Source: an optimization exercise on an open RTL-to-GDS flow (aim: small area, a short achievable clock period and few clock cycles per item). Production flows keep margins and buffers that such runs may drop. In this exercise RTL edits were held to simulation tests only and were not proved equivalent to the original.

==> flow/constraint.sdc <==
create_clock -name core_clock -period 8.0 [get_ports {clk}]
set_input_delay 1.6000 -clock core_clock [delete_from_list [all_inputs] [get_ports {clk}]]
set_output_delay 1.6000 -clock core_clock [all_outputs]
set_load 0.01 [all_outputs]
==> flow/run.sh <==
#!/bin/bash
# synth_recipe.tcl (not shown) runs the flow's synth.tcl, then flattens the netlist and writes it again
# the make line also repeats each setting of config.mk as NAME=value (left out here)
make -C /OpenROAD-flow-scripts/flow DESIGN_CONFIG=/design/flow/config.mk WORK_HOME=/design/flow/orfs CLKGATE_MAP_FILE= SYNTH_SCRIPT=/design/flow/synth_recipe.tcl finish
==> flow/design.v <==
`timescale 1ns/10ps
module geofence (clk,reset,X,Y,valid,is_inside);
input           clk;
input           reset;
input   [9:0]   X;
input   [9:0]   Y;
output          valid;
output          is_inside;
reg  [4:0]  cnt;
reg         ph0, ph2, in_vtx, st7, st9;
reg         valid_r;
reg  [9:0]  ox, oy;
reg  signed [10:0] rx [0:6];
reg  signed [10:0] ry [0:6];
reg         nzr;               
reg         rg [0:6];          
reg         rl [0:6];          
reg  [2:0]  rk [0:6];
reg         pl [1:6][0:5];     
reg         pe [1:6][0:5];     
reg  signed [10:0] sx, sy, hx, hy;
reg         bxp, bxn, byp, byn;    
reg         pr;                
integer i, j, k;
function automatic [10:0] sub10(input [9:0] a, input [9:0] b);
    reg [9:0] g, p, nb;
    integer q, d;
    begin
        nb = ~b;
        g = a & nb;
        p = a | nb;
        for (d = 1; d < 10; d = d * 2)
            for (q = 9; q >= d; q = q - 1) begin
                g[q] = g[q] | (p[q] & g[q-d]);
                p[q] = p[q] & p[q-d];
            end
        sub10 = {~(g[9] | p[9]), (a ^ nb) ^ {g[8:0] | p[8:0], 1'b1}};
    end
endfunction
function automatic [1:0] cmp11(input [10:0] a, input [10:0] b);
    reg [10:0] ua, ub, g, p;
    integer q, d;
    begin
        ua = {~a[10], a[9:0]};
        ub = {~b[10], b[9:0]};
        g = ub & ~ua;
        p = ub | ~ua;
        for (d = 1; d < 11; d = d * 2)
            for (q = 10; q >= d; q = q - 1) begin
                g[q] = g[q] | (p[q] & g[q-d]);
                p[q] = p[q] & p[q-d];
            end
        cmp11 = {g[10], g[10] | p[10]};
    end
endfunction
wire signed [10:0] nx = sub10(X, ox);
wire signed [10:0] ny = sub10(Y, oy);
always @(posedge clk) begin
    if (ph0) begin
        ox <= X;
        oy <= Y;
    end
    if (in_vtx) begin
        rx[0] <= nx;
        ry[0] <= ny;
        nzr <= (X == 10'd0);
    end else begin
        rx[0] <= rx[6];
        ry[0] <= ry[6];
    end
    for (i = 1; i < 7; i = i + 1) begin
        rx[i] <= rx[i-1];
        ry[i] <= ry[i-1];
    end
end
reg first;
always @(posedge clk) begin
    if (in_vtx) begin
        bxp <= (bxp || first) && !nx[10];
        bxn <= (bxn || first) && (nx[10] || X == ox);
        byp <= (byp || first) && !ny[10];
        byn <= (byn || first) && (ny[10] || Y == oy);
    end
end
reg  [1:0] cx [1:6];
reg  [1:0] cy [1:6];
reg        newl, ng;
reg        gn [0:6];           
always @(*) begin
    newl = ph2;
    ng = 1'b0;
    for (k = 1; k < 7; k = k + 1) begin
        cx[k] = cmp11(rx[0], rx[k]);
        cy[k] = cmp11(ry[k], ry[0]);
        newl = newl | (rl[k] & cx[k][1]);
        ng = ng | (rl[k] & !cy[k][0]);
    end
    gn[0] = !newl && ng && !nzr;
    for (k = 1; k < 7; k = k + 1)
        gn[k] = newl ? cy[k][1] : rg[k];
end
always @(posedge clk) begin
    for (k = 1; k < 7; k = k + 1) begin
        pl[1][k-1] <= cx[k][1];
        pe[1][k-1] <= cx[k][0];
    end
    for (i = 2; i < 7; i = i + 1)
        for (k = 0; k < 6; k = k + 1) begin
            pl[i][k] <= pl[i-1][k];
            pe[i][k] <= pe[i-1][k];
        end
    rl[0] <= 1'b0;
    rl[1] <= newl;
    rg[0] <= gn[6];
    for (i = 1; i < 7; i = i + 1) begin
        rg[i] <= gn[i-1];
        if (i > 1) rl[i] <= rl[i-1] & !newl;
    end
end
reg        g [0:6];
reg        lt [0:6][0:6];    
reg  [2:0] rank [0:6];
reg        smax;
reg        sel0 [0:6];       
always @(*) begin
    for (i = 0; i < 7; i = i + 1)
        g[i] = rg[(7-i)%7];
    for (i = 0; i < 7; i = i + 1)
        for (j = 0; j < 7; j = j + 1) lt[i][j] = 1'b0;
    for (i = 0; i < 7; i = i + 1)
        for (j = i + 1; j < 7; j = j + 1) begin
            if (!g[i] && !g[j])     lt[i][j] = !pl[7-j][j-1-i];
            else if (g[i] && g[j])  lt[i][j] = pe[7-j][j-1-i];
            else                    lt[i][j] = g[i];
            lt[j][i] = !lt[i][j];
        end
    for (j = 0; j < 7; j = j + 1) begin
        rank[j] = 3'd0;
        for (i = 0; i < 7; i = i + 1)
            rank[j] = rank[j] + {2'b0, lt[i][j]};
    end
    smax = 1'b1;
    for (j = 0; j < 7; j = j + 1)
        if (j != 1) smax = smax & !lt[1][j];
    for (j = 0; j < 7; j = j + 1) begin
        sel0[j] = (j == 1) ? 1'b0 : smax ? 1'b1 : lt[1][j];
        for (k = 0; k < 7; k = k + 1)
            if (k != j && j != 1) begin
                if (smax) sel0[j] = sel0[j] & !lt[k][j];
                else if (k != 1) sel0[j] = sel0[j] & !(lt[1][k] & lt[k][j]);
            end
    end
end
always @(posedge clk) begin
    if (st9) begin
        for (i = 0; i < 7; i = i + 1)
            rk[(8-i)%7] <= rank[i];
    end else begin
        rk[0] <= rk[6];
        for (i = 1; i < 7; i = i + 1)
            rk[i] <= rk[i-1];
    end
end
reg [2:0] tgt;
reg       sel [0:6];
reg signed [10:0] nsx, nsy;
always @(*) begin
    tgt = (rk[6] == 3'd6) ? 3'd0 : rk[6] + 3'd1;
    for (i = 0; i < 7; i = i + 1)
        sel[i] = st9 ? sel0[(7-i)%7] : (rk[i] == tgt);
    nsx = 11'sd0;
    nsy = 11'sd0;
    for (i = 0; i < 7; i = i + 1)
        if (sel[i]) begin
            nsx = nsx | rx[i];
            nsy = nsy | ry[i];
        end
end
wire [10:0] a1 = sx, b1 = hy, a2 = sy, b2 = hx;
wire [80:0] mid;
reg  [80:0] midr;
wire [21:0] ca, cb;
wire p1 = ~(a1[0] & b1[0]);
wire p2 = ~(a1[0] & b1[1]);
wire p3 = ~(a1[0] & b1[2]);
wire p4 = ~(a1[0] & b1[3]);
wire p5 = ~(a1[0] & b1[4]);
wire p6 = ~(a1[0] & b1[5]);
wire p7 = ~(a1[0] & b1[6]);
wire p8 = ~(a1[0] & b1[7]);
wire p9 = ~(a1[0] & b1[8]);
wire p10 = ~(a1[0] & b1[9]);
wire p11 = ~(a1[0] & b1[10]);
wire p12 = ~(a1[1] & b1[0]);
wire p13 = ~(a1[1] & b1[1]);
wire p14 = ~(a1[1] & b1[2]);
wire p15 = ~(a1[1] & b1[3]);
wire p16 = ~(a1[1] & b1[4]);
wire p17 = ~(a1[1] & b1[5]);
wire p18 = ~(a1[1] & b1[6]);
wire p19 = ~(a1[1] & b1[7]);
wire p20 = ~(a1[1] & b1[8]);
wire p21 = ~(a1[1] & b1[9]);
wire p22 = ~(a1[1] & b1[10]);
wire p23 = ~(a1[2] & b1[0]);
wire p24 = ~(a1[2] & b1[1]);
wire p25 = ~(a1[2] & b1[2]);
wire p26 = ~(a1[2] & b1[3]);
wire p27 = ~(a1[2] & b1[4]);
wire p28 = ~(a1[2] & b1[5]);
wire p29 = ~(a1[2] & b1[6]);
wire p30 = ~(a1[2] & b1[7]);
wire p31 = ~(a1[2] & b1[8]);
wire p32 = ~(a1[2] & b1[9]);
wire p33 = ~(a1[2] & b1[10]);
wire p34 = ~(a1[3] & b1[0]);
wire p35 = ~(a1[3] & b1[1]);
wire p36 = ~(a1[3] & b1[2]);
wire p37 = ~(a1[3] & b1[3]);
wire p38 = ~(a1[3] & b1[4]);
wire p39 = ~(a1[3] & b1[5]);
wire p40 = ~(a1[3] & b1[6]);
wire p41 = ~(a1[3] & b1[7]);
wire p42 = ~(a1[3] & b1[8]);
wire p43 = ~(a1[3] & b1[9]);
wire p44 = ~(a1[3] & b1[10]);
wire p45 = ~(a1[4] & b1[0]);
wire p46 = ~(a1[4] & b1[1]);
wire p47 = ~(a1[4] & b1[2]);
wire p48 = ~(a1[4] & b1[3]);
wire p49 = ~(a1[4] & b1[4]);
wire p50 = ~(a1[4] & b1[5]);
wire p51 = ~(a1[4] & b1[6]);
wire p52 = ~(a1[4] & b1[7]);
wire p53 = ~(a1[4] & b1[8]);
wire p54 = ~(a1[4] & b1[9]);
wire p55 = ~(a1[4] & b1[10]);
wire p56 = ~(a1[5] & b1[0]);
wire p57 = ~(a1[5] & b1[1]);
wire p58 = ~(a1[5] & b1[2]);
wire p59 = ~(a1[5] & b1[3]);
wire p60 = ~(a1[5] & b1[4]);
wire p61 = ~(a1[5] & b1[5]);
wire p62 = ~(a1[5] & b1[6]);
wire p63 = ~(a1[5] & b1[7]);
wire p64 = ~(a1[5] & b1[8]);
wire p65 = ~(a1[5] & b1[9]);
wire p66 = ~(a1[5] & b1[10]);
wire p67 = ~(a1[6] & b1[0]);
wire p68 = ~(a1[6] & b1[1]);
wire p69 = ~(a1[6] & b1[2]);
wire p70 = ~(a1[6] & b1[3]);
wire p71 = ~(a1[6] & b1[4]);
wire p72 = ~(a1[6] & b1[5]);
wire p73 = ~(a1[6] & b1[6]);
wire p74 = ~(a1[6] & b1[7]);
wire p75 = ~(a1[6] & b1[8]);
wire p76 = ~(a1[6] & b1[9]);
wire p77 = ~(a1[6] & b1[10]);
wire p78 = ~(a1[7] & b1[0]);
wire p79 = ~(a1[7] & b1[1]);
wire p80 = ~(a1[7] & b1[2]);
wire p81 = ~(a1[7] & b1[3]);
wire p82 = ~(a1[7] & b1[4]);
wire p83 = ~(a1[7] & b1[5]);
wire p84 = ~(a1[7] & b1[6]);
wire p85 = ~(a1[7] & b1[7]);
wire p86 = ~(a1[7] & b1[8]);
wire p87 = ~(a1[7] & b1[9]);
wire p88 = ~(a1[7] & b1[10]);
wire p89 = ~(a1[8] & b1[0]);
wire p90 = ~(a1[8] & b1[1]);
wire p91 = ~(a1[8] & b1[2]);
wire p92 = ~(a1[8] & b1[3]);
wire p93 = ~(a1[8] & b1[4]);
wire p94 = ~(a1[8] & b1[5]);
wire p95 = ~(a1[8] & b1[6]);
wire p96 = ~(a1[8] & b1[7]);
wire p97 = ~(a1[8] & b1[8]);
wire p98 = ~(a1[8] & b1[9]);
wire p99 = ~(a1[8] & b1[10]);
wire p100 = ~(a1[9] & b1[0]);
wire p101 = ~(a1[9] & b1[1]);
wire p102 = ~(a1[9] & b1[2]);
wire p103 = ~(a1[9] & b1[3]);
wire p104 = ~(a1[9] & b1[4]);
wire p105 = ~(a1[9] & b1[5]);
wire p106 = ~(a1[9] & b1[6]);
wire p107 = ~(a1[9] & b1[7]);
wire p108 = ~(a1[9] & b1[8]);
wire p109 = ~(a1[9] & b1[9]);
wire p110 = ~(a1[9] & b1[10]);
wire p111 = ~(a1[10] & b1[0]);
wire p112 = ~(a1[10] & b1[1]);
wire p113 = ~(a1[10] & b1[2]);
wire p114 = ~(a1[10] & b1[3]);
wire p115 = ~(a1[10] & b1[4]);
wire p116 = ~(a1[10] & b1[5]);
wire p117 = ~(a1[10] & b1[6]);
wire p118 = ~(a1[10] & b1[7]);
wire p119 = ~(a1[10] & b1[8]);
wire p120 = ~(a1[10] & b1[9]);
wire p121 = ~(a1[10] & b1[10]);
wire p122 = ~(a2[0] & b2[0]);
wire p123 = ~(a2[0] & b2[1]);
wire p124 = ~(a2[0] & b2[2]);
wire p125 = ~(a2[0] & b2[3]);
wire p126 = ~(a2[0] & b2[4]);
wire p127 = ~(a2[0] & b2[5]);
wire p128 = ~(a2[0] & b2[6]);
wire p129 = ~(a2[0] & b2[7]);
wire p130 = ~(a2[0] & b2[8]);
wire p131 = ~(a2[0] & b2[9]);
wire p132 = ~(a2[0] & b2[10]);
wire p133 = ~(a2[1] & b2[0]);
wire p134 = ~(a2[1] & b2[1]);
wire p135 = ~(a2[1] & b2[2]);
wire p136 = ~(a2[1] & b2[3]);
wire p137 = ~(a2[1] & b2[4]);
wire p138 = ~(a2[1] & b2[5]);
wire p139 = ~(a2[1] & b2[6]);
wire p140 = ~(a2[1] & b2[7]);
wire p141 = ~(a2[1] & b2[8]);
wire p142 = ~(a2[1] & b2[9]);
wire p143 = ~(a2[1] & b2[10]);
wire p144 = ~(a2[2] & b2[0]);
wire p145 = ~(a2[2] & b2[1]);
wire p146 = ~(a2[2] & b2[2]);
wire p147 = ~(a2[2] & b2[3]);
wire p148 = ~(a2[2] & b2[4]);
wire p149 = ~(a2[2] & b2[5]);
wire p150 = ~(a2[2] & b2[6]);
wire p151 = ~(a2[2] & b2[7]);
wire p152 = ~(a2[2] & b2[8]);
wire p153 = ~(a2[2] & b2[9]);
wire p154 = ~(a2[2] & b2[10]);
wire p155 = ~(a2[3] & b2[0]);
wire p156 = ~(a2[3] & b2[1]);
wire p157 = ~(a2[3] & b2[2]);
wire p158 = ~(a2[3] & b2[3]);
wire p159 = ~(a2[3] & b2[4]);
wire p160 = ~(a2[3] & b2[5]);
wire p161 = ~(a2[3] & b2[6]);
wire p162 = ~(a2[3] & b2[7]);
wire p163 = ~(a2[3] & b2[8]);
wire p164 = ~(a2[3] & b2[9]);
wire p165 = ~(a2[3] & b2[10]);
wire p166 = ~(a2[4] & b2[0]);
wire p167 = ~(a2[4] & b2[1]);
wire p168 = ~(a2[4] & b2[2]);
wire p169 = ~(a2[4] & b2[3]);
wire p170 = ~(a2[4] & b2[4]);
wire p171 = ~(a2[4] & b2[5]);
wire p172 = ~(a2[4] & b2[6]);
wire p173 = ~(a2[4] & b2[7]);
wire p174 = ~(a2[4] & b2[8]);
wire p175 = ~(a2[4] & b2[9]);
wire p176 = ~(a2[4] & b2[10]);
wire p177 = ~(a2[5] & b2[0]);
wire p178 = ~(a2[5] & b2[1]);
wire p179 = ~(a2[5] & b2[2]);
wire p180 = ~(a2[5] & b2[3]);
wire p181 = ~(a2[5] & b2[4]);
wire p182 = ~(a2[5] & b2[5]);
wire p183 = ~(a2[5] & b2[6]);
wire p184 = ~(a2[5] & b2[7]);
wire p185 = ~(a2[5] & b2[8]);
wire p186 = ~(a2[5] & b2[9]);
wire p187 = ~(a2[5] & b2[10]);
wire p188 = ~(a2[6] & b2[0]);
wire p189 = ~(a2[6] & b2[1]);
wire p190 = ~(a2[6] & b2[2]);
wire p191 = ~(a2[6] & b2[3]);
wire p192 = ~(a2[6] & b2[4]);
wire p193 = ~(a2[6] & b2[5]);
wire p194 = ~(a2[6] & b2[6]);
wire p195 = ~(a2[6] & b2[7]);
wire p196 = ~(a2[6] & b2[8]);
wire p197 = ~(a2[6] & b2[9]);
wire p198 = ~(a2[6] & b2[10]);
wire p199 = ~(a2[7] & b2[0]);
wire p200 = ~(a2[7] & b2[1]);
wire p201 = ~(a2[7] & b2[2]);
wire p202 = ~(a2[7] & b2[3]);
wire p203 = ~(a2[7] & b2[4]);
wire p204 = ~(a2[7] & b2[5]);
wire p205 = ~(a2[7] & b2[6]);
wire p206 = ~(a2[7] & b2[7]);
wire p207 = ~(a2[7] & b2[8]);
wire p208 = ~(a2[7] & b2[9]);
wire p209 = ~(a2[7] & b2[10]);
wire p210 = ~(a2[8] & b2[0]);
wire p211 = ~(a2[8] & b2[1]);
wire p212 = ~(a2[8] & b2[2]);
wire p213 = ~(a2[8] & b2[3]);
wire p214 = ~(a2[8] & b2[4]);
wire p215 = ~(a2[8] & b2[5]);
wire p216 = ~(a2[8] & b2[6]);
wire p217 = ~(a2[8] & b2[7]);
wire p218 = ~(a2[8] & b2[8]);
wire p219 = ~(a2[8] & b2[9]);
wire p220 = ~(a2[8] & b2[10]);
wire p221 = ~(a2[9] & b2[0]);
wire p222 = ~(a2[9] & b2[1]);
wire p223 = ~(a2[9] & b2[2]);
wire p224 = ~(a2[9] & b2[3]);
wire p225 = ~(a2[9] & b2[4]);
wire p226 = ~(a2[9] & b2[5]);
wire p227 = ~(a2[9] & b2[6]);
wire p228 = ~(a2[9] & b2[7]);
wire p229 = ~(a2[9] & b2[8]);
wire p230 = ~(a2[9] & b2[9]);
wire p231 = ~(a2[9] & b2[10]);
wire p232 = ~(a2[10] & b2[0]);
wire p233 = ~(a2[10] & b2[1]);
wire p234 = ~(a2[10] & b2[2]);
wire p235 = ~(a2[10] & b2[3]);
wire p236 = ~(a2[10] & b2[4]);
wire p237 = ~(a2[10] & b2[5]);
wire p238 = ~(a2[10] & b2[6]);
wire p239 = ~(a2[10] & b2[7]);
wire p240 = ~(a2[10] & b2[8]);
wire p241 = ~(a2[10] & b2[9]);
wire p242 = ~(a2[10] & b2[10]);
wire s243 = p131 ^ p141;
wire c244 = p131 | p141;
wire s245 = p11 ^ p111;
wire c246 = p11 | p111;
wire s247, c248;
fadd us247 (.a(p21), .b(p31), .c(p41), .s(s247), .co(c248));
wire s249 = p142 ^ p152;
wire c250 = p142 & p152;
wire s251 = p22 ^ p112;
wire c252 = p22 | p112;
wire s253, c254;
fadd us253 (.a(p32), .b(p42), .c(p52), .s(s253), .co(c254));
wire s255 = p153 ^ p163;
wire c256 = p153 & p163;
wire s257, c258;
fadd us257 (.a(p43), .b(p53), .c(p63), .s(s257), .co(c258));
wire s259 = p128 ^ p138;
wire c260 = p128 | p138;
wire s261 = p129 ^ p139;
wire c262 = p129 | p139;
wire s263, c264;
fadd us263 (.a(p8), .b(p18), .c(p28), .s(s263), .co(c264));
wire s265 = p149 ^ p159;
wire c266 = p149 & p159;
wire s267 = p130 ^ p140;
wire c268 = p130 | p140;
wire s269, c270;
fadd us269 (.a(p9), .b(p19), .c(p29), .s(s269), .co(c270));
wire s271, c272;
fadd us271 (.a(p39), .b(p49), .c(p59), .s(s271), .co(c272));
wire s273, c274;
fadd us273 (.a(p69), .b(p79), .c(p89), .s(s273), .co(c274));
wire s275 = p150 ^ p160;
wire c276 = p150 & p160;
wire s277, c278;
fadd us277 (.a(p10), .b(p20), .c(p30), .s(s277), .co(c278));
wire s279, c280;
fadd us279 (.a(p40), .b(p50), .c(p60), .s(s279), .co(c280));
wire s281, c282;
fadd us281 (.a(p70), .b(p80), .c(p90), .s(s281), .co(c282));
wire s283, c284;
fadd us283 (.a(p151), .b(p161), .c(p171), .s(s283), .co(c284));
wire s285, c286;
fadd us285 (.a(p181), .b(p191), .c(p201), .s(s285), .co(c286));
wire s287 = p211 ^ p221;
wire c288 = p211 & p221;
wire s289, c290;
fadd us289 (.a(p51), .b(p61), .c(p71), .s(s289), .co(c290));
wire s291, c292;
fadd us291 (.a(p81), .b(p91), .c(p101), .s(s291), .co(c292));
wire s293, c294;
fadd us293 (.a(p132), .b(p232), .c(s245), .s(s293), .co(c294));
wire s295, c296;
fadd us295 (.a(p162), .b(p172), .c(p182), .s(s295), .co(c296));
wire s297, c298;
fadd us297 (.a(p192), .b(p202), .c(p212), .s(s297), .co(c298));
wire s299, c300;
fadd us299 (.a(p222), .b(c244), .c(s249), .s(s299), .co(c300));
wire s301, c302;
fadd us301 (.a(p62), .b(p72), .c(p82), .s(s301), .co(c302));
wire s303, c304;
fadd us303 (.a(p92), .b(p102), .c(p143), .s(s303), .co(c304));
wire s305, c306;
fadd us305 (.a(p233), .b(c248), .c(s251), .s(s305), .co(c306));
wire s307, c308;
fadd us307 (.a(p173), .b(p183), .c(p193), .s(s307), .co(c308));
wire s309, c310;
fadd us309 (.a(p203), .b(p213), .c(p223), .s(s309), .co(c310));
wire s311, c312;
fadd us311 (.a(c246), .b(c250), .c(s255), .s(s311), .co(c312));
wire s313, c314;
fadd us313 (.a(p73), .b(p83), .c(p93), .s(s313), .co(c314));
wire s315, c316;
fadd us315 (.a(p103), .b(p154), .c(p234), .s(s315), .co(c316));
wire s317, c318;
fadd us317 (.a(p33), .b(p113), .c(p164), .s(s317), .co(c318));
wire s319, c320;
fadd us319 (.a(p174), .b(p184), .c(p194), .s(s319), .co(c320));
wire s321, c322;
fadd us321 (.a(p204), .b(p214), .c(p224), .s(s321), .co(c322));
wire i323 = ~c254;
wire s324, c325;
fadd us324 (.a(c252), .b(c256), .c(i323), .s(s324), .co(c325));
wire s326, c327;
fadd us326 (.a(p54), .b(p64), .c(p74), .s(s326), .co(c327));
wire s328, c329;
fadd us328 (.a(p84), .b(p94), .c(p104), .s(s328), .co(c329));
wire s330, c331;
fadd us330 (.a(p165), .b(p235), .c(c258), .s(s330), .co(c331));
wire s332, c333;
fadd us332 (.a(p44), .b(p114), .c(p175), .s(s332), .co(c333));
wire s334, c335;
fadd us334 (.a(p185), .b(p195), .c(p205), .s(s334), .co(c335));
wire s336, c337;
fadd us336 (.a(p65), .b(p75), .c(p85), .s(s336), .co(c337));
wire s338, c339;
fadd us338 (.a(p95), .b(p105), .c(p176), .s(s338), .co(c339));
wire s340, c341;
fadd us340 (.a(p55), .b(p115), .c(p186), .s(s340), .co(c341));
wire s342, c343;
fadd us342 (.a(p76), .b(p86), .c(p96), .s(s342), .co(c343));
wire s344 = p126 ^ p136;
wire c345 = p126 | p136;
wire s346 = p127 ^ p137;
wire c347 = p127 | p137;
wire s348, c349;
fadd us348 (.a(p6), .b(p16), .c(p26), .s(s348), .co(c349));
wire s350 = p147 ^ p157;
wire c351 = p147 & p157;
wire s352, c353;
fadd us352 (.a(p7), .b(p17), .c(p27), .s(s352), .co(c353));
wire s354, c355;
fadd us354 (.a(p37), .b(p47), .c(p57), .s(s354), .co(c355));
wire s356, c357;
fadd us356 (.a(p148), .b(p158), .c(p168), .s(s356), .co(c357));
wire s358 = p178 ^ p188;
wire c359 = p178 & p188;
wire s360, c361;
fadd us360 (.a(p38), .b(p48), .c(p58), .s(s360), .co(c361));
wire s362, c363;
fadd us362 (.a(p68), .b(p78), .c(s261), .s(s362), .co(c363));
wire s364, c365;
fadd us364 (.a(p169), .b(p179), .c(p189), .s(s364), .co(c365));
wire s366, c367;
fadd us366 (.a(p199), .b(c260), .c(s265), .s(s366), .co(c367));
wire s368, c369;
fadd us368 (.a(c264), .b(s267), .c(s269), .s(s368), .co(c369));
wire s370, c371;
fadd us370 (.a(p170), .b(p180), .c(p190), .s(s370), .co(c371));
wire s372, c373;
fadd us372 (.a(p200), .b(p210), .c(c262), .s(s372), .co(c373));
wire i374 = ~s271;
wire s375, c376;
fadd us375 (.a(c266), .b(s275), .c(i374), .s(s375), .co(c376));
wire s377, c378;
fadd us377 (.a(p100), .b(s243), .c(c270), .s(s377), .co(c378));
wire s379, c380;
fadd us379 (.a(c272), .b(c274), .c(s277), .s(s379), .co(c380));
wire s381, c382;
fadd us381 (.a(c268), .b(c276), .c(s283), .s(s381), .co(c382));
wire i383 = ~s279;
wire s384, c385;
fadd us384 (.a(s285), .b(s287), .c(i383), .s(s384), .co(c385));
wire s386, c387;
fadd us386 (.a(s247), .b(c278), .c(c280), .s(s386), .co(c387));
wire s388, c389;
fadd us388 (.a(c282), .b(s289), .c(s291), .s(s388), .co(c389));
wire s390, c391;
fadd us390 (.a(c284), .b(c286), .c(c288), .s(s390), .co(c391));
wire s392, c393;
fadd us392 (.a(s295), .b(s297), .c(s299), .s(s392), .co(c393));
wire s394, c395;
fadd us394 (.a(s253), .b(c290), .c(c292), .s(s394), .co(c395));
wire s396, c397;
fadd us396 (.a(c294), .b(s301), .c(s303), .s(s396), .co(c397));
wire s398, c399;
fadd us398 (.a(c296), .b(c298), .c(c300), .s(s398), .co(c399));
wire s400, c401;
fadd us400 (.a(s307), .b(s309), .c(s311), .s(s400), .co(c401));
wire s402, c403;
fadd us402 (.a(s257), .b(c302), .c(c304), .s(s402), .co(c403));
wire s404, c405;
fadd us404 (.a(c306), .b(s313), .c(s315), .s(s404), .co(c405));
wire s406, c407;
fadd us406 (.a(c308), .b(c310), .c(c312), .s(s406), .co(c407));
wire s408, c409;
fadd us408 (.a(s317), .b(s319), .c(s321), .s(s408), .co(c409));
wire s410, c411;
fadd us410 (.a(c314), .b(c316), .c(s326), .s(s410), .co(c411));
wire s412, c413;
fadd us412 (.a(p215), .b(p225), .c(c318), .s(s412), .co(c413));
wire s414, c415;
fadd us414 (.a(c320), .b(c322), .c(c325), .s(s414), .co(c415));
wire i416 = ~s328;
wire s417, c418;
fadd us417 (.a(s332), .b(s334), .c(i416), .s(s417), .co(c418));
wire s419, c420;
fadd us419 (.a(p236), .b(c327), .c(c329), .s(s419), .co(c420));
wire s421, c422;
fadd us421 (.a(c331), .b(s336), .c(s338), .s(s421), .co(c422));
wire s423, c424;
fadd us423 (.a(p196), .b(p206), .c(p216), .s(s423), .co(c424));
wire s425, c426;
fadd us425 (.a(p226), .b(c333), .c(c335), .s(s425), .co(c426));
wire s427, c428;
fadd us427 (.a(p106), .b(p187), .c(p237), .s(s427), .co(c428));
wire s429, c430;
fadd us429 (.a(c337), .b(c339), .c(s342), .s(s429), .co(c430));
wire s431, c432;
fadd us431 (.a(p66), .b(p116), .c(p197), .s(s431), .co(c432));
wire s433, c434;
fadd us433 (.a(p207), .b(p217), .c(p227), .s(s433), .co(c434));
wire s435, c436;
fadd us435 (.a(p87), .b(p97), .c(p107), .s(s435), .co(c436));
wire s437, c438;
fadd us437 (.a(p198), .b(p238), .c(c343), .s(s437), .co(c438));
wire s439, c440;
fadd us439 (.a(p77), .b(p117), .c(p208), .s(s439), .co(c440));
wire s441, c442;
fadd us441 (.a(p98), .b(p108), .c(p209), .s(s441), .co(c442));
wire s443 = p124 ^ p134;
wire c444 = p124 & p134;
wire s445 = p125 ^ p135;
wire c446 = p125 | p135;
wire s447, c448;
fadd us447 (.a(p4), .b(p14), .c(p24), .s(s447), .co(c448));
wire s449, c450;
fadd us449 (.a(p5), .b(p15), .c(p25), .s(s449), .co(c450));
wire s451, c452;
fadd us451 (.a(p35), .b(p45), .c(s344), .s(s451), .co(c452));
wire s453 = p146 ^ p156;
wire c454 = p146 & p156;
wire s455, c456;
fadd us455 (.a(p36), .b(p46), .c(p56), .s(s455), .co(c456));
wire s457, c458;
fadd us457 (.a(p167), .b(p177), .c(c345), .s(s457), .co(c458));
wire i459 = ~s350;
wire s460, c461;
fadd us460 (.a(i459), .b(s346), .c(s348), .s(s460), .co(c461));
wire s462, c463;
fadd us462 (.a(p67), .b(s259), .c(c349), .s(s462), .co(c463));
wire s464, c465;
fadd us464 (.a(c347), .b(c351), .c(s356), .s(s464), .co(c465));
wire i466 = ~s358;
wire s467, c468;
fadd us467 (.a(i466), .b(s352), .c(s354), .s(s467), .co(c468));
wire s469, c470;
fadd us469 (.a(s263), .b(c353), .c(c355), .s(s469), .co(c470));
wire s471, c472;
fadd us471 (.a(c357), .b(c359), .c(s364), .s(s471), .co(c472));
wire i473 = ~s366;
wire s474, c475;
fadd us474 (.a(i473), .b(s360), .c(s362), .s(s474), .co(c475));
wire s476, c477;
fadd us476 (.a(s273), .b(c361), .c(c363), .s(s476), .co(c477));
wire s478, c479;
fadd us478 (.a(c365), .b(c367), .c(s370), .s(s478), .co(c479));
wire i480 = ~s368;
wire s481, c482;
fadd us481 (.a(s372), .b(s375), .c(i480), .s(s481), .co(c482));
wire s483, c484;
fadd us483 (.a(s281), .b(c369), .c(s377), .s(s483), .co(c484));
wire s485, c486;
fadd us485 (.a(c371), .b(c373), .c(c376), .s(s485), .co(c486));
wire i487 = ~s379;
wire s488, c489;
fadd us488 (.a(s381), .b(s384), .c(i487), .s(s488), .co(c489));
wire s490, c491;
fadd us490 (.a(s293), .b(c378), .c(c380), .s(s490), .co(c491));
wire s492, c493;
fadd us492 (.a(c382), .b(c385), .c(s390), .s(s492), .co(c493));
wire i494 = ~s392;
wire s495, c496;
fadd us495 (.a(i494), .b(s386), .c(s388), .s(s495), .co(c496));
wire s497, c498;
fadd us497 (.a(s305), .b(c387), .c(c389), .s(s497), .co(c498));
wire s499, c500;
fadd us499 (.a(c391), .b(c393), .c(s398), .s(s499), .co(c500));
wire i501 = ~s400;
wire s502, c503;
fadd us502 (.a(i501), .b(s394), .c(s396), .s(s502), .co(c503));
wire s504, c505;
fadd us504 (.a(c395), .b(c397), .c(s402), .s(s504), .co(c505));
wire s506, c507;
fadd us506 (.a(s324), .b(c399), .c(c401), .s(s506), .co(c507));
wire i508 = ~s404;
wire s509, c510;
fadd us509 (.a(s406), .b(s408), .c(i508), .s(s509), .co(c510));
wire s511, c512;
fadd us511 (.a(s330), .b(c403), .c(c405), .s(s511), .co(c512));
wire s513, c514;
fadd us513 (.a(c407), .b(c409), .c(s412), .s(s513), .co(c514));
wire i515 = ~s410;
wire s516, c517;
fadd us516 (.a(s414), .b(s417), .c(i515), .s(s516), .co(c517));
wire s518, c519;
fadd us518 (.a(c411), .b(s419), .c(s421), .s(s518), .co(c519));
wire s520, c521;
fadd us520 (.a(s340), .b(c413), .c(c415), .s(s520), .co(c521));
wire s522, c523;
fadd us522 (.a(c418), .b(s423), .c(s425), .s(s522), .co(c523));
wire s524, c525;
fadd us524 (.a(c420), .b(c422), .c(s427), .s(s524), .co(c525));
wire s526, c527;
fadd us526 (.a(c341), .b(c424), .c(c426), .s(s526), .co(c527));
wire i528 = ~s429;
wire s529, c530;
fadd us529 (.a(s431), .b(s433), .c(i528), .s(s529), .co(c530));
wire s531, c532;
fadd us531 (.a(c428), .b(c430), .c(s435), .s(s531), .co(c532));
wire s533, c534;
fadd us533 (.a(p218), .b(p228), .c(c432), .s(s533), .co(c534));
wire i535 = ~s437;
wire s536, c537;
fadd us536 (.a(c434), .b(s439), .c(i535), .s(s536), .co(c537));
wire s538, c539;
fadd us538 (.a(p239), .b(c436), .c(c438), .s(s538), .co(c539));
wire s540, c541;
fadd us540 (.a(p88), .b(p118), .c(p219), .s(s540), .co(c541));
wire i542 = ~s441;
wire s543, c544;
fadd us543 (.a(p229), .b(c440), .c(i542), .s(s543), .co(c544));
wire s545, c546;
fadd us545 (.a(p109), .b(p220), .c(p240), .s(s545), .co(c546));
wire s547, c548;
fadd us547 (.a(p99), .b(p119), .c(p230), .s(s547), .co(c548));
wire s549 = p123 ^ p133;
wire c550 = p123 & p133;
wire s551 = p144 ^ s443;
wire c552 = p144 | s443;
wire s553 = p3 ^ p13;
wire c554 = ~p3 & ~p13;
wire s555, c556;
fadd us555 (.a(p34), .b(s445), .c(s447), .s(s555), .co(c556));
wire s557, c558;
fadd us557 (.a(p145), .b(p155), .c(c444), .s(s557), .co(c558));
wire s559, c560;
fadd us559 (.a(c448), .b(s449), .c(s451), .s(s559), .co(c560));
wire s561, c562;
fadd us561 (.a(p166), .b(c446), .c(s453), .s(s561), .co(c562));
wire s563, c564;
fadd us563 (.a(c450), .b(c452), .c(s455), .s(s563), .co(c564));
wire i565 = ~s460;
wire s566, c567;
fadd us566 (.a(c454), .b(s457), .c(i565), .s(s566), .co(c567));
wire s568, c569;
fadd us568 (.a(c456), .b(c461), .c(s462), .s(s568), .co(c569));
wire i570 = ~s467;
wire s571, c572;
fadd us571 (.a(c458), .b(s464), .c(i570), .s(s571), .co(c572));
wire s573, c574;
fadd us573 (.a(c463), .b(c468), .c(s469), .s(s573), .co(c574));
wire i575 = ~s474;
wire s576, c577;
fadd us576 (.a(c465), .b(s471), .c(i575), .s(s576), .co(c577));
wire s578, c579;
fadd us578 (.a(c470), .b(c475), .c(s476), .s(s578), .co(c579));
wire s580, c581;
fadd us580 (.a(c472), .b(s478), .c(s481), .s(s580), .co(c581));
wire s582, c583;
fadd us582 (.a(c479), .b(c482), .c(s485), .s(s582), .co(c583));
wire i584 = ~s488;
wire s585, c586;
fadd us585 (.a(i584), .b(c477), .c(s483), .s(s585), .co(c586));
wire s587, c588;
fadd us587 (.a(c484), .b(s490), .c(s495), .s(s587), .co(c588));
wire s589, c590;
fadd us589 (.a(c486), .b(c489), .c(s492), .s(s589), .co(c590));
wire s591, c592;
fadd us591 (.a(c491), .b(c496), .c(s497), .s(s591), .co(c592));
wire i593 = ~s502;
wire s594, c595;
fadd us594 (.a(c493), .b(s499), .c(i593), .s(s594), .co(c595));
wire s596, c597;
fadd us596 (.a(c498), .b(c503), .c(s504), .s(s596), .co(c597));
wire s598, c599;
fadd us598 (.a(c500), .b(s506), .c(s509), .s(s598), .co(c599));
wire s600, c601;
fadd us600 (.a(c507), .b(c510), .c(s513), .s(s600), .co(c601));
wire i602 = ~s516;
wire s603, c604;
fadd us603 (.a(i602), .b(c505), .c(s511), .s(s603), .co(c604));
wire s605, c606;
fadd us605 (.a(c514), .b(c517), .c(s520), .s(s605), .co(c606));
wire i607 = ~s522;
wire s608, c609;
fadd us608 (.a(i607), .b(c512), .c(s518), .s(s608), .co(c609));
wire s610, c611;
fadd us610 (.a(c521), .b(c523), .c(s526), .s(s610), .co(c611));
wire i612 = ~s529;
wire s613, c614;
fadd us613 (.a(i612), .b(c519), .c(s524), .s(s613), .co(c614));
wire s615, c616;
fadd us615 (.a(c527), .b(c530), .c(s533), .s(s615), .co(c616));
wire i617 = ~s536;
wire s618, c619;
fadd us618 (.a(i617), .b(c525), .c(s531), .s(s618), .co(c619));
wire s620, c621;
fadd us620 (.a(c534), .b(c537), .c(s540), .s(s620), .co(c621));
wire i622 = ~s543;
wire s623, c624;
fadd us623 (.a(i622), .b(c532), .c(s538), .s(s623), .co(c624));
wire s625, c626;
fadd us625 (.a(c442), .b(c539), .c(s545), .s(s625), .co(c626));
wire s627, c628;
fadd us627 (.a(c541), .b(c544), .c(s547), .s(s627), .co(c628));
wire s629, c630;
fadd us629 (.a(p231), .b(p241), .c(c546), .s(s629), .co(c630));
wire s631, c632;
fadd us631 (.a(p110), .b(p120), .c(c548), .s(s631), .co(c632));
assign mid = {c632, c630, p121, p242, s631, s629, c628, c626, s627, s625, c624, c621, s623, s620, c619, c616, s618, s615, c614, c611, s613, s610, c609, c606, s608, s605, c604, c601, s603, s600, c599, c597, s598, s596, c595, c592, s594, s591, c590, c588, s589, s587, c586, c583, s585, s582, c581, c579, s580, s578, c577, c574, s576, s573, c572, c569, s571, s568, c567, c564, s566, s563, c562, c560, s561, s559, c558, c556, s557, s555, c554, c552, s553, s551, c550, p23, s549, p12, p2, p1, p122};
wire s633 = midr[4] ^ midr[2];
wire c634 = midr[4] & ~midr[2];
wire i635 = ~midr[5];
wire s636 = midr[6] ^ midr[8] ^ i635;
wire c637 = (midr[6] & midr[8]) | (i635 & (midr[6] ^ midr[8]));
wire s638 = midr[9] ^ midr[10] ^ midr[12];
wire c639 = (midr[9] & midr[10]) | (midr[12] & (midr[9] ^ midr[10]));
wire i640 = ~midr[13];
wire s641 = midr[14] ^ midr[16] ^ i640;
wire c642 = (midr[14] & midr[16]) | (i640 & (midr[14] ^ midr[16]));
wire i643 = ~midr[17];
wire s644 = midr[18] ^ midr[20] ^ i643;
wire c645 = (midr[18] & midr[20]) | (i643 & (midr[18] ^ midr[20]));
wire i646 = ~midr[21];
wire s647 = midr[22] ^ midr[24] ^ i646;
wire c648 = (midr[22] & midr[24]) | (i646 & (midr[22] ^ midr[24]));
wire i649 = ~midr[25];
wire s650 = midr[26] ^ midr[28] ^ i649;
wire c651 = (midr[26] & midr[28]) | (i649 & (midr[26] ^ midr[28]));
wire i652 = ~midr[29];
wire s653 = midr[30] ^ midr[32] ^ i652;
wire c654 = (midr[30] & midr[32]) | (i652 & (midr[30] ^ midr[32]));
wire i655 = ~midr[33];
wire s656 = midr[34] ^ midr[35] ^ i655;
wire c657 = (midr[34] & midr[35]) | (i655 & (midr[34] ^ midr[35]));
wire i658 = ~midr[38];
wire s659 = midr[37] ^ midr[40] ^ i658;
wire c660 = (midr[37] & midr[40]) | (i658 & (midr[37] ^ midr[40]));
wire i661 = ~midr[41];
wire s662 = midr[42] ^ midr[44] ^ i661;
wire c663 = (midr[42] & midr[44]) | (i661 & (midr[42] ^ midr[44]));
wire i664 = ~midr[45];
wire s665 = midr[46] ^ midr[48] ^ i664;
wire c666 = (midr[46] & midr[48]) | (i664 & (midr[46] ^ midr[48]));
wire i667 = ~midr[49];
wire s668 = midr[50] ^ midr[51] ^ i667;
wire c669 = (midr[50] & midr[51]) | (i667 & (midr[50] ^ midr[51]));
wire i670 = ~midr[54];
wire s671 = midr[53] ^ midr[55] ^ i670;
wire c672 = (midr[53] & midr[55]) | (i670 & (midr[53] ^ midr[55]));
wire i673 = ~midr[58];
wire s674 = midr[57] ^ midr[59] ^ i673;
wire c675 = (midr[57] & midr[59]) | (i673 & (midr[57] ^ midr[59]));
wire i676 = ~midr[62];
wire s677 = midr[61] ^ midr[63] ^ i676;
wire c678 = (midr[61] & midr[63]) | (i676 & (midr[61] ^ midr[63]));
wire i679 = ~midr[66];
wire s680 = midr[65] ^ midr[67] ^ i679;
wire c681 = (midr[65] & midr[67]) | (i679 & (midr[65] ^ midr[67]));
wire i682 = ~midr[70];
wire s683 = midr[69] ^ midr[72] ^ i682;
wire c684 = (midr[69] & midr[72]) | (i682 & (midr[69] ^ midr[72]));
wire i685 = ~midr[73];
wire s686 = midr[74] ^ midr[76] ^ i685;
wire c687 = (midr[74] & midr[76]) | (i685 & (midr[74] ^ midr[76]));
wire i688 = ~midr[78];
wire s689 = midr[77] ^ midr[80] ^ i688;
wire c690 = (midr[77] & midr[80]) | (i688 & (midr[77] ^ midr[80]));
wire s691 = midr[3] ^ s633;
wire c692 = ~midr[3] & ~s633;
wire i693 = ~midr[7];
wire s694, c695;
fadd us694 (.a(c634), .b(s636), .c(i693), .s(s694), .co(c695));
wire i696 = ~midr[11];
wire s697, c698;
fadd us697 (.a(c637), .b(s638), .c(i696), .s(s697), .co(c698));
wire i699 = ~midr[15];
wire s700, c701;
fadd us700 (.a(c639), .b(s641), .c(i699), .s(s700), .co(c701));
wire i702 = ~midr[19];
wire s703, c704;
fadd us703 (.a(c642), .b(s644), .c(i702), .s(s703), .co(c704));
wire i705 = ~midr[23];
wire s706, c707;
fadd us706 (.a(c645), .b(s647), .c(i705), .s(s706), .co(c707));
wire i708 = ~midr[27];
wire s709, c710;
fadd us709 (.a(c648), .b(s650), .c(i708), .s(s709), .co(c710));
wire i711 = ~midr[31];
wire s712, c713;
fadd us712 (.a(c651), .b(s653), .c(i711), .s(s712), .co(c713));
wire i714 = ~midr[36];
wire s715, c716;
fadd us715 (.a(c654), .b(s656), .c(i714), .s(s715), .co(c716));
wire i717 = ~midr[39];
wire s718, c719;
fadd us718 (.a(c657), .b(s659), .c(i717), .s(s718), .co(c719));
wire i720 = ~midr[43];
wire s721, c722;
fadd us721 (.a(c660), .b(s662), .c(i720), .s(s721), .co(c722));
wire i723 = ~midr[47];
wire s724, c725;
fadd us724 (.a(c663), .b(s665), .c(i723), .s(s724), .co(c725));
wire i726 = ~midr[52];
wire s727, c728;
fadd us727 (.a(c666), .b(s668), .c(i726), .s(s727), .co(c728));
wire i729 = ~midr[56];
wire s730, c731;
fadd us730 (.a(c669), .b(s671), .c(i729), .s(s730), .co(c731));
wire i732 = ~midr[60];
wire s733, c734;
fadd us733 (.a(c672), .b(s674), .c(i732), .s(s733), .co(c734));
wire i735 = ~midr[64];
wire s736, c737;
fadd us736 (.a(c675), .b(s677), .c(i735), .s(s736), .co(c737));
wire i738 = ~midr[68];
wire s739, c740;
fadd us739 (.a(c678), .b(s680), .c(i738), .s(s739), .co(c740));
wire i741 = ~midr[71];
wire s742, c743;
fadd us742 (.a(c681), .b(s683), .c(i741), .s(s742), .co(c743));
wire i744 = ~midr[75];
wire s745, c746;
fadd us745 (.a(c684), .b(s686), .c(i744), .s(s745), .co(c746));
wire i747 = ~midr[79];
wire s748, c749;
fadd us748 (.a(c687), .b(s689), .c(i747), .s(s748), .co(c749));
assign ca = {c690, c746, c743, c740, c737, c734, c731, c728, c725, c722, c719, c716, c713, c710, c707, c704, c701, c698, c695, c692, s691, midr[0]};
assign cb = {c749, s748, s745, s742, s739, s736, s733, s730, s727, s724, s721, s718, s715, s712, s709, s706, s703, s700, s697, s694, 1'b1, ~midr[1]};
always @(posedge clk) begin
    sx <= nsx;
    sy <= nsy;
    hx <= rx[6];
    hy <= ry[6];
    midr <= mid;
end
reg  [20:0] tg, tp;
integer q, d;
always @(*) begin
    tg = ca[20:0] & cb[20:0];
    tp = ca[20:0] | cb[20:0];
    for (d = 1; d < 16; d = d * 2)
        for (q = 2 * d - 1; q < 21; q = q + 2 * d) begin
            tg[q] = tg[q] | (tp[q] & tg[q-d]);
            tp[q] = tp[q] & tp[q-d];
        end
end
wire c20 = tg[19] | (tp[19] & tg[15]);
wire c21 = tg[20] | (tp[20] & c20);
wire pass = !(ca[21] ^ cb[21] ^ c21);
wire boxout = (bxp && !nx[10]) || (bxn && (nx[10] || X == ox)) ||
              (byp && !ny[10]) || (byn && (ny[10] || Y == oy));
wire [4:0] cnt_n = valid_r ? 5'd0 : cnt + 5'd1;
wire chk_n  = cnt_n >= 5'd12 && cnt_n <= 5'd18;
wire last_n = cnt_n == 5'd18;
always @(posedge clk) begin
    pr <= pass && !st7;
    if (reset) begin
        cnt <= 5'd0;
        valid_r <= 1'b0;
        ph0 <= 1'b1;
        first <= 1'b0;
        ph2 <= 1'b0;
        in_vtx <= 1'b0;
        st7 <= 1'b0;
        st9 <= 1'b0;
    end else begin
        cnt <= cnt_n;
        valid_r <= last_n || (chk_n && !pass) || (st7 && boxout);
        ph0 <= cnt_n == 5'd0;
        first <= cnt_n == 5'd1;
        ph2 <= cnt_n == 5'd2;
        in_vtx <= cnt_n >= 5'd1 && cnt_n <= 5'd7;
        st7 <= cnt_n == 5'd7;
        st9 <= cnt_n == 5'd9;
    end
end
assign valid = valid_r;
assign is_inside = pr;
endmodule
module fadd (a, b, c, s, co);
input  a, b, c;
output s, co;
assign s = a ^ b ^ c;
assign co = (a & b) | (c & (a ^ b));
endmodule
==> flow/config.mk <==
export PLATFORM = sky130hd
export DESIGN_NAME = geofence
export DESIGN_NICKNAME = geofence
export VERILOG_FILES = /design/flow/design.v
export SDC_FILE = /design/flow/constraint.sdc
export NUM_CORES = 4
export LEC_CHECK = 0
export ABC_AREA = 1
export CAP_MARGIN = 20
export CORE_MARGIN = 2
export CORE_UTILIZATION = 70
export PLACE_DENSITY = 0.85
export SETUP_SLACK_MARGIN = 5.0
export SLEW_MARGIN = 20
export SYNTH_HIERARCHICAL = 1
export SYNTH_MINIMUM_KEEP_SIZE = 0
==> out/results.ini, run 1 <==
[sta]
finClkSkew_ns=0.02283
grt_setup_unrepaired=yes
hold_violations=0
setup_ws_ns=4.921
setup_viol=0
worstMarginPinSlew_ns=1.063
setup_tns_ns=0
fmax_mhz=324.8
drv_slew=0
period_share_pct=38.49
slew_headroom_pct=28.40
fin_crit_ns=3.079

[logic_synthesis]
synth_mux_area_share_pct=0
synthArstFlopShare_pct=0
synthTopCellsByCount=713 x nand2_1, 410 x inv_1, 368 x dfxtp_1
synth_xor_area_share_pct=1.069
synth_edf_count=25
synth_fa_ha_area_share_pct=24.33
yosys.area_share.simple_pct=20.57
synth_top_family_by_area=adder cells
synth_top_cells_by_area=dfxtp_1 33%, fa_1 20%, nand2_1 12%
synth-seq-cells=393
synthCells=2649
ys.flop_type=dfxtp_1
yosysMostFrequentCell=nand2_1
synth_nets=2969
seq_area_frac_synth_pct=36.71
synth.distinct_cells=47
synth_largest_area_cell=dfxtp_1
synth.avg_cell_area_um2=8.348
synth_compound_area_share_pct=8.062
yosysTopAreaCellShare_pct=33.31
synth_warnings=22
syn_area_um2=22110

[setup_path]
r2r-end=midr[44]$_DFF_P_
path_class=flop to flop
crit_path_max_fanout=4
worstSetupEndpoint=midr[44]$_DFF_P_
rrSetupSlack_ns=4.92
critPathMostFrequentCell=fa_1
critPathLaunchType=flop
cpMaxStageDelayCell=fa_1
required_ns=8.42
reg2reg_from=hx[9]$_DFF_P_
slowest_delay_ns=0.54
crit_start=hx[9]$_DFF_P_
arrival_ns=3.50
worst_setup_path_end_kind=flop
reg2reg_depth=9
crit_chain=buf_4 > nand2_4 > ha_4 > fa_1 > fa_1 > inv_2 > fa_1 > inv_1 > fa_1

[grt]
grt_pass1_wl_um=93300
grt_max_degree=44
grt_overflow_total=0
antenna_found_initial=1
grt_pass1_vias=18462
groute.usage.overall_pct=35.99

[final_layout]
syn_to_final_growth_pct=14.00
drive_above_1_share_pct=13.31
nets=3031
fin_area_um2=25210
antenna_cells=0

[clock_tree]
clock_path_buffers=3
cts_max_level=2
insertion_delay_ns=0.56
cts_buffers=41
cts_tree=built
clock_sink_count=393
root_buffer=clkbuf_16
clkTransAtPathRegs_ns=0.07

[placement]
dp.final_hpwl_um=40300
placed_area_um2=22410
io_buffers=23
place_congestion=0.9794
pre_cts_ws_ns=4.191

[die]
die_x_um=181.7
die_height_um=181.7
start_util_pct=70.63
pin_count=24
core_region_area_um2=31310
rows=65
dieArea_um2=33030

[route]
drc=0
wire_per_inst_um=20.45
wl_met1_um=22550
wl_met3_um=7217
dr.first_iter.drc_count=2268
ant_nets=0
drtPass1Iterations=7
wl_met2_um=30040
highest_layer=met5
viasPerCell=6.009
routed_wl_um=64310
num_vias=18899

[min_path]
hold_path_class=flop to flop

[run]
drv_cap=0

[run_status]
run_status=finished clean

[critical path: cells and delay by family, from the launching register on]
family                   cells  cell delay, ns
AND/OR/NAND/NOR              1            0.06
flip-flops                   1            0.44
adder cells (fa/ha/maj)      5            2.19
buffers and inverters        3            0.24
[modules after synthesis (local to each module, per instance)]
module,copies in the design,cells
fadd,180,1
geofence,1,2469
[cell usage in the layout (no fill, tap or decap), types with 7 or more instances in the layout]
cell type       count
fa_1              214
nor3b_1             7
nand3_1           113
o21ai_2             7
nor2_2             13
inv_2              28
buf_4              79
o22ai_1            33
a211oi_1           10
dlygate4sd2_1      10
xor2_1             23
clkbuf_8            8
or2_2              11
clkbuf_16          43
nand4_1            13
o21ai_0           121
edfxtp_1           25
nand2_1           691
ha_2               15
nor2_4             14
o211ai_1           15
nor3_1             18
dfxtp_1           316
dfxtp_2            17
inv_1             388
o21ai_1            13
dfxtp_4            35
nand3_4             8
a21oi_1            83
ha_1               58
nand2_2            21
nor2_1            173
o21bai_1            7
bufinv_16           7
dlymetal6s2s_1     12
[layer usage]
| metal | up-vias | track usage, % |
|---|---|---|
| met5 | - | 0 |
| met4 | 2 | 18.11 |
| met3 | 363 | 7.240 |
| met2 | 1361 | 60.74 |
| met1 | 8858 | 44.27 |
| li1 | 8315 | - |
[sequential cells by signal (all words and copies together) (netlist names), 5 cells and up]
register and cells:
sy 11, ox 10, rx 77, cnt 5, ry 77, oy 10
pe 21, rg 7, hy 11, sx 11, rk 21, midr 81
rl 6, hx 11, pl 21
[worst min path at each step]
| stage | start | endpoint | depth (start not counted) |
|---|---|---|---|
| CTS | pl[19]$_DFF_P_ | pl[25]$_DFF_P_ | 0 |
| detailed placement | pl[19]$_DFF_P_ | pl[25]$_DFF_P_ | 0 |
| finish | pl[0]$_DFF_P_ | pl[6]$_DFF_P_ | 0 |
| global route | pl[0]$_DFF_P_ | pl[6]$_DFF_P_ | 0 |
| global placement | pl[19]$_DFF_P_ | pl[25]$_DFF_P_ | 0 |
| floorplan | pl[19]$_DFF_P_ | pl[25]$_DFF_P_ | 0 |
[cell type report]
cell class,instances,area (um^2)
inverter,418,1575
multi-input combinational,1750,12460
fill,1867,6100
clock buffer,54,1197
timing repair buffer,107,892.1
tap,402,503.0
sequential,393,8270
clock inverter,21,316.6
[cells by family (layout without fill, tap and decap cells)]
| group | Yosys count | after routing |
|---|---|---|
| adders and majority gates | 298 | 298 |
| buffers and inverters | 510 | 600 |
| xor gates and xnor gates | 27 | 27 |
| and+or+nand+nor | 1102 | 1106 |
| DFF | 393 | 393 |
| AOI/OAI and AO/OA | 319 | 319 |
[through the flow]
step / hold WS (ns) / util, % / std cells
global placement: 0.3284 / 71.58 / 2987
global route: 0.3411 / 80.52 / 3145
detailed placement: 0.3304 / 71.58 / 2987
finish: 0.3368 / 80.52 / 3145
floorplan: 0.3235 / - / 2649
CTS: 0.3426 / 78.01 / 3095
[timing repair]
action / 4_1_cts / 5_1_grt
resized for setup: 125 / 137
endpoints found under the setup margin: 74 / 66
gates cloned: 0 / 4
setup buffers: 33 / 46
hold buffers: 0 / 0
pin swaps: 14 / 40
Testbench counts, summed over its fixed seeds: cycles 32,845, items 2,400.
==> run 2, diff against run 1 <==
--- a/flow/config.mk
+++ b/flow/config.mk
@@ -5,10 +5,12 @@
 export SDC_FILE = /design/flow/constraint.sdc
 export NUM_CORES = 4
 export LEC_CHECK = 0
-export ABC_AREA = 1
+export ABC_AREA = 0
 export CAP_MARGIN = 20
 export CORE_MARGIN = 2
 export CORE_UTILIZATION = 70
+export CTS_CLUSTER_DIAMETER = 90
+export CTS_CLUSTER_SIZE = 26
 export PLACE_DENSITY = 0.85
 export SETUP_SLACK_MARGIN = 5.0
 export SLEW_MARGIN = 20
==> out/results.ini, run 2 <==
[die]
die_height_um=177.6  ; -2.3%
start_util_pct=71.15  ; +0.52 points
pin_count=24  ; unchanged
core_region_area_um2=29640  ; -5.3%
dieArea_um2=31530  ; -4.5%
die_x_um=177.6  ; -2.3%
rows=63  ; -3.1%

[sta]
period_share_pct=42.80  ; +4.3 points
fmax_mhz=292.1  ; -10%
hold_violations=0  ; unchanged
grt_setup_unrepaired=yes
setup_tns_ns=0  ; unchanged
setup_viol=0  ; unchanged
hold_ws_ns=0.3539  ; +0.01707 ns
drv_slew=0  ; unchanged
worstMarginPinSlew_ns=0.9875  ; -0.07528 ns
slew_headroom_pct=34.08  ; +5.7 points
fin_crit_ns=3.424  ; +0.3450 ns
finClkSkew_ns=0.01736  ; -0.005464 ns

[clock_tree]
cts_max_level=1  ; -1
cts_tree=built
clock_sink_count=393  ; unchanged
root_buffer=clkbuf_16
insertion_delay_ns=0.54  ; -0.02 ns
clkTransAtPathRegs_ns=0.11  ; +0.04 ns
cts_hold_buf=0  ; unchanged
clock_path_buffers=3  ; unchanged
cts_buffers=19  ; -54%

[setup_path]
slowest_delay_ns=0.40  ; -0.14 ns
path_class=input port to flop
required_ns=8.43  ; about the same
arrival_ns=3.85  ; +0.35 ns
critPathLaunchType=input port
crit_path_max_fanout=3  ; -1
crit_chain=buf_12 > inv_12 > ha_4 > or3_4 > o221a_4 > o31a_1 > o31ai_4 > a21boi_1 > o41a_1 > a221o_1
worst_setup_path_end_kind=flop
rrSetupSlack_ns=4.61  ; -0.31 ns
cpMaxStageDelayCell=o41a_1

[logic_synthesis]
yosysTopAreaCellShare_pct=34.94  ; +1.6 points
synth_top_cells_by_area=dfxtp_1 35%, fa_1 21%, nand2_1 5.3%
synth.avg_cell_area_um2=10.23  ; +23%
synth_nets=2381  ; -20%
synth-seq-cells=393  ; unchanged
synthTopCellsByCount=368 x dfxtp_1, 297 x nand2_1, 246 x inv_1
syn_area_um2=21090  ; -4.6%
synth_edf_count=25  ; unchanged
synth_largest_area_cell=dfxtp_1
ys.flop_type=dfxtp_1
synthCells=2061  ; -22%
synth_warnings=22  ; unchanged
yosysMostFrequentCell=dfxtp_1
synthArstFlopShare_pct=0  ; unchanged
seq_area_frac_synth_pct=38.50  ; +1.8 points
synth.distinct_cells=85  ; +81%

[final_layout]
nets=2467  ; -19%
antenna_cells=0  ; unchanged
multi_input_comb_area_um2=12290  ; -1.3%
top_register=midr
drive_above_1_share_pct=17.88  ; +4.6 points
final_common_cell=dfxtp_1
register_area_um2=8260  ; -0.12%
syn_to_final_growth_pct=13.42
fill_cells=1713  ; -8.2%
layout_common_cells=314 x dfxtp_1, 296 x nand2_1, 226 x inv_1
largest_reg_flops=81  ; unchanged
largestRegisters=midr x81, rx x77, ry x77

[route]
ant_nets=0  ; unchanged
dr.first_iter.drc_count=1937  ; -15%
wire_per_inst_um=22.62  ; +11%
drc=0  ; unchanged
viasPerCell=6.379  ; +6.2%
num_vias=16222  ; -14%
routed_wl_um=57520  ; -11%
drtPass1Iterations=8  ; +1

[run_status]
run_status=finished clean

[grt]
grt_pass1_vias=16687  ; -9.6%
antenna_found_initial=1  ; unchanged
groute.usage.overall_pct=36.23  ; +0.23 points
grt_overflow_total=0  ; unchanged
grt_pass1_wl_um=88540  ; -5.1%
grt_max_degree=35  ; -20%

[run]
drv_cap=0  ; unchanged

[placement]
io_buffers=23  ; unchanged
dp.final_hpwl_um=39830  ; -1.2%
place_congestion=0.9797  ; about the same

[min_path]
hold_path_class=flop to flop

[run 2: logic make-up after synthesis]
family / after synthesis / share of synthesized area (%)
flip-flops: 393 / 38.50
multiplexers: 46 / 2.391
buffers and inverters: 346 / 6.331
adder cells (fa/ha/maj): 328 / 26.98
AO/OA/AOI/OAI: 323 / 11.67
XOR/XNOR: 30 / 1.246
AND/OR/NAND/NOR: 595 / 12.88
[run 2: per-module statistics from Yosys (local to each module, per instance)]
module    cells  times used
fadd          1         180
geofence   1881           1
[run 2: worst paths after layout]
kind                    startpoint                  to  cells past startpoint
hold / removal      pe[24]$_DFF_P_      pe[30]$_DFF_P_                      0
setup / recovery              X[3]  valid_r$_SDFF_PP0_                     10
hold reg to reg     pe[24]$_DFF_P_      pe[30]$_DFF_P_                      0
setup reg to reg  midr[14]$_DFF_P_  valid_r$_SDFF_PP0_                     12
[run 2: through the flow]
step | instances | utilization, % | setup WS (ns) | instance area (um^2)
after global placement | 2397 | 73.21 | 3.487 | 21700
after CTS | 2481 | 77.96 | 4.663 | 23110
after detailed placement | 2397 | 73.21 | 3.415 | 21700
after global routing | 2543 | 80.69 | 4.530 | 23920
final | 2543 | 80.69 | 4.576 | 23920
after floorplan | 2061 | - | 4.244 | 21300
[run 2: cell type report]
cell class              count  share of cell area [%]
clock buffers              25                   2.213
flip-flops and latches    393                   34.54
repair buffers            149                   5.388
well taps                 390                   2.040
clock inverters             2                 0.09940
inverters                 262                   4.337
multi-input cells        1322                   51.38
[run 2: worst max-delay path: cells and delay by family]
| family | cells | cell delay (ns) |
|---|---|---|
| AND/OR/NAND/NOR | 1 | 0.38 |
| adder cells (fa/ha/maj) | 1 | 0.15 |
| buffers and inverters | 2 | 0.12 |
| AO/OA/AOI/OAI | 6 | 1.60 |
[run 2: routing by layer]
metal / track usage (%) / part of all wire [%] / vias up
met5: 0 / 0 / -
met2: 60.71 / 48 / 1017
met1: 45.32 / 37 / 7923
met3: 7.219 / 9.3 / 254
li1: - / - / 7028
met4: 16.87 / 5.4 / 0
[run 2: what timing repair did]
item	CTS	global route
gates cloned	0	2
resized for setup	184	105
pin swaps	37	65
buffers inserted	57	60
setup endpoints to repair	92	70
endpoints found under the hold margin	0	0
==> run 3, diff against run 2 <==
--- a/flow/config.mk
+++ b/flow/config.mk
@@ -12,7 +12,7 @@
 export CTS_CLUSTER_DIAMETER = 90
 export CTS_CLUSTER_SIZE = 26
 export PLACE_DENSITY = 0.85
-export SETUP_SLACK_MARGIN = 5.0
+export SETUP_SLACK_MARGIN = 4.8
 export SLEW_MARGIN = 20
 export SYNTH_HIERARCHICAL = 1
 export SYNTH_MINIMUM_KEEP_SIZE = 0
==> out/results.ini, run 3 <==
[logic_synthesis]
seq_area_frac_synth_pct=38.50  ; unchanged
synth.distinct_cells=85  ; unchanged
synth_largest_area_cell=dfxtp_1
synthTopCellsByCount=368 x dfxtp_1, 297 x nand2_1, 246 x inv_1
synthArstFlopShare_pct=0  ; unchanged
yosysTopAreaCellShare_pct=34.94  ; unchanged
synth_warnings=22  ; unchanged
yosysMostFrequentCell=dfxtp_1
synth_top_cells_by_area=dfxtp_1 35%, fa_1 21%, nand2_1 5.3%
synth_nets=2381  ; unchanged
synth.avg_cell_area_um2=10.23  ; unchanged
synthCells=2061  ; unchanged
ys.flop_type=dfxtp_1
syn_area_um2=21090  ; unchanged
synth_edf_count=25  ; unchanged
synth-seq-cells=393  ; unchanged

[die]
dieArea_um2=31530  ; unchanged
die_x_um=177.6  ; unchanged
die_height_um=177.6  ; unchanged
start_util_pct=71.15  ; unchanged
pin_count=24  ; unchanged
rows=63  ; unchanged
core_region_area_um2=29640  ; unchanged

[setup_path]
path_class=flop to flop
arrival_ns=3.83  ; -0.02 ns
required_ns=8.42  ; about the same
crit_start=midr[16]$_DFF_P_
slowest_delay_ns=0.60  ; +0.20 ns
crit_buf_inv=2  ; unchanged
critPathLaunchType=flop
crit_path_max_fanout=4  ; +1
crit_chain=inv_2 > fa_1 > inv_2 > fa_2 > a211oi_2 > o211ai_1 > nand4_1 > o31ai_2 > maj3_2 > o221ai_4 > xnor2_4 > a221o_1
reg2reg_from=midr[16]$_DFF_P_
critPathMostFrequentCell=inv_2
cpMaxStageDelayCell=fa_2
crit_family=adder cells
rrSetupSlack_ns=4.59  ; -0.02 ns
worst_setup_path_end_kind=flop

[route]
viasPerCell=6.438  ; +0.92%
num_vias=15876  ; -2.1%
routed_wl_um=56180  ; -2.3%
drc=0  ; unchanged
dr.first_iter.drc_count=1854  ; -4.3%
ant_nets=0  ; unchanged
wire_per_inst_um=22.78  ; +0.73%
drtPass1Iterations=7  ; -1

[final_layout]
largestRegisters=midr x81, rx x77, ry x77
nets=2391  ; -3.1%
largest_reg_flops=81  ; unchanged
final_common_cell=dfxtp_1
syn_to_final_growth_pct=8.751
drive_above_1_share_pct=12.62  ; -5.3 points
layout_common_cells=329 x dfxtp_1, 296 x nand2_1, 232 x inv_1
antenna_cells=0  ; unchanged
top_register=midr
final_util_pct=77.38  ; -3.3 points
fin_area_um2=22930  ; -4.1%

[sta]
slew_headroom_pct=34.17  ; +0.093 points
period_share_pct=42.68  ; -0.12 points
setup_viol=0  ; unchanged
setup_tns_ns=0  ; unchanged
grt_setup_unrepaired=yes
finClkSkew_ns=0.01546  ; -0.001902 ns
drv_slew=0  ; unchanged
fin_crit_ns=3.414  ; -0.009750 ns
hold_violations=0  ; unchanged
worstMarginPinSlew_ns=0.9861  ; -0.001388 ns
fmax_mhz=292.9  ; +0.29%

[run]
drv_cap=0  ; unchanged

[placement]
dp.final_hpwl_um=40230  ; +1.0%
place_congestion=0.9601  ; -2.0%
io_buffers=23  ; unchanged
placed_area_um2=21620  ; -0.36%

[clock_tree]
clock_path_buffers=3  ; unchanged
insertion_delay_ns=0.53  ; about the same
cts_tree=built
cts_max_level=1  ; unchanged
cts_hold_buf=0  ; unchanged
clkTransAtPathRegs_ns=0.10  ; about the same
root_buffer=clkbuf_16
cts_buffers=19  ; unchanged
clock_sink_count=393  ; unchanged

[grt]
antenna_found_initial=1  ; unchanged
grt_pass1_vias=16275  ; -2.5%
grt_max_degree=35  ; unchanged
grt_pass1_wl_um=86630  ; -2.2%
grt_overflow_total=0  ; unchanged
groute.usage.overall_pct=35.65  ; -0.58 points

[run_status]
run_status=finished clean

[min_path]
hold_path_class=flop to flop
min_from=pe[19]$_DFF_P_

-- run 3: cell counts after synthesis --
Identical to the previous run, type by type.
-- run 3: metrics by stage --
step	setup WS (ns)	hold slack (ns)	instances
floorplan	4.242	0.3226	2061
global placement	3.494	0.3291	2397
detailed placement	3.407	0.3336	2397
CTS	4.630	0.3455	2454
global route	4.454	0.3502	2466
finish	4.586	0.3481	2466
-- run 3: metal layers --
layer | part of all wire, % | vias to the layer above | global-route usage, %
met5 | 0.025 | - | 0
met4 | 5.5 | 2 | 18.44
met3 | 8.7 | 255 | 6.298
met2 | 48 | 987 | 59.90
met1 | 37 | 7766 | 44.19
li1 | - | 6866 | -
-- run 3: worst paths after layout --
path,endpoint,depth (start not counted)
min,pe[25]$_DFF_P_,0
min reg2reg,pe[25]$_DFF_P_,0
max,valid_r$_SDFF_PP0_,12
max reg2reg,valid_r$_SDFF_PP0_,12
-- run 3: logic make-up after synthesis --
| group | count (synthesis) | share of synthesized area, % |
|---|---|---|
| and+or+nand+nor | 595 | 12.88 |
| DFF | 393 | 38.50 |
| buffers and inverters | 346 | 6.331 |
| adders and majority gates | 328 | 26.98 |
| AOI/OAI and AO/OA | 323 | 11.67 |
| muxes | 46 | 2.391 |
| xor gates and xnor gates | 30 | 1.246 |
-- run 3: worst register-to-register path: stages (launching register included) --
cell	delay [ns]
dfxtp_2	0.34
inv_2	0.05
fa_1	0.57
inv_2	0.07
fa_2	0.60
a211oi_2	0.09
o211ai_1	0.18
nand4_1	0.15
o31ai_2	0.28
maj3_2	0.30
o221ai_4	0.17
xnor2_4	0.21
a221o_1	0.32
-- run 3: cell type report --
cell class | instances | area [um^2]
clock buffer | 23 | 500.5
tap | 390 | 488.0
multi-input combinational | 1322 | 12070
clock inverter | 3 | 26.28
sequential | 393 | 8202
timing repair buffer | 73 | 630.6
inverter | 262 | 1016
fill | 1900 | 6705
-- run 3: repair_timing --
action,in CTS,in global routing
setup buffers,31,12
gates resized for setup,108,86
cloned,0,0
endpoints found under the setup margin,68,55
pin swaps,28,39
-- run 3: per-module statistics from Yosys, one instance, submodules excluded --
| module | area, um^2 | flops+latches | times used |
|---|---|---|---|
| geofence | 17480 | 393 | 1 |
| fadd | 20.02 | 0 | 180 |

==> static timing again, ports no longer ideal <==
Ports are ideal in the flow. The routed layouts listed here were re-timed in OpenROAD.
Step 1 assumes that a clkbuf_16 drives the clock port and a buf_2 every other input.
Step 2 adds t to the input delays and takes it off the output delays; t is the mean of the earliest and latest rising clock arrival at the registers after step 1. Input paths then give back, and output paths get back, about the clock's delay inside the block.
Three values: ideal, step 1, step 2; two values: the first two.
| run | shift t [ns] | setup slack, ns | pins driven straight from the clock port |
|---|---|---|---|
| run 1 | 0.603 | 4.921 / 4.921 / 4.555 | 1 |
| run 2 | 0.579 | 4.576 / 4.566 / 3.986 | 1 |
| run 3 | 0.575 | 4.586 / 4.583 / 4.008 | 1 |
After both steps setup and hold are still met in every run listed. The setup slack of run 2, which loses most, moves by -0.010 ns with the drivers and by -0.590 ns with both steps.
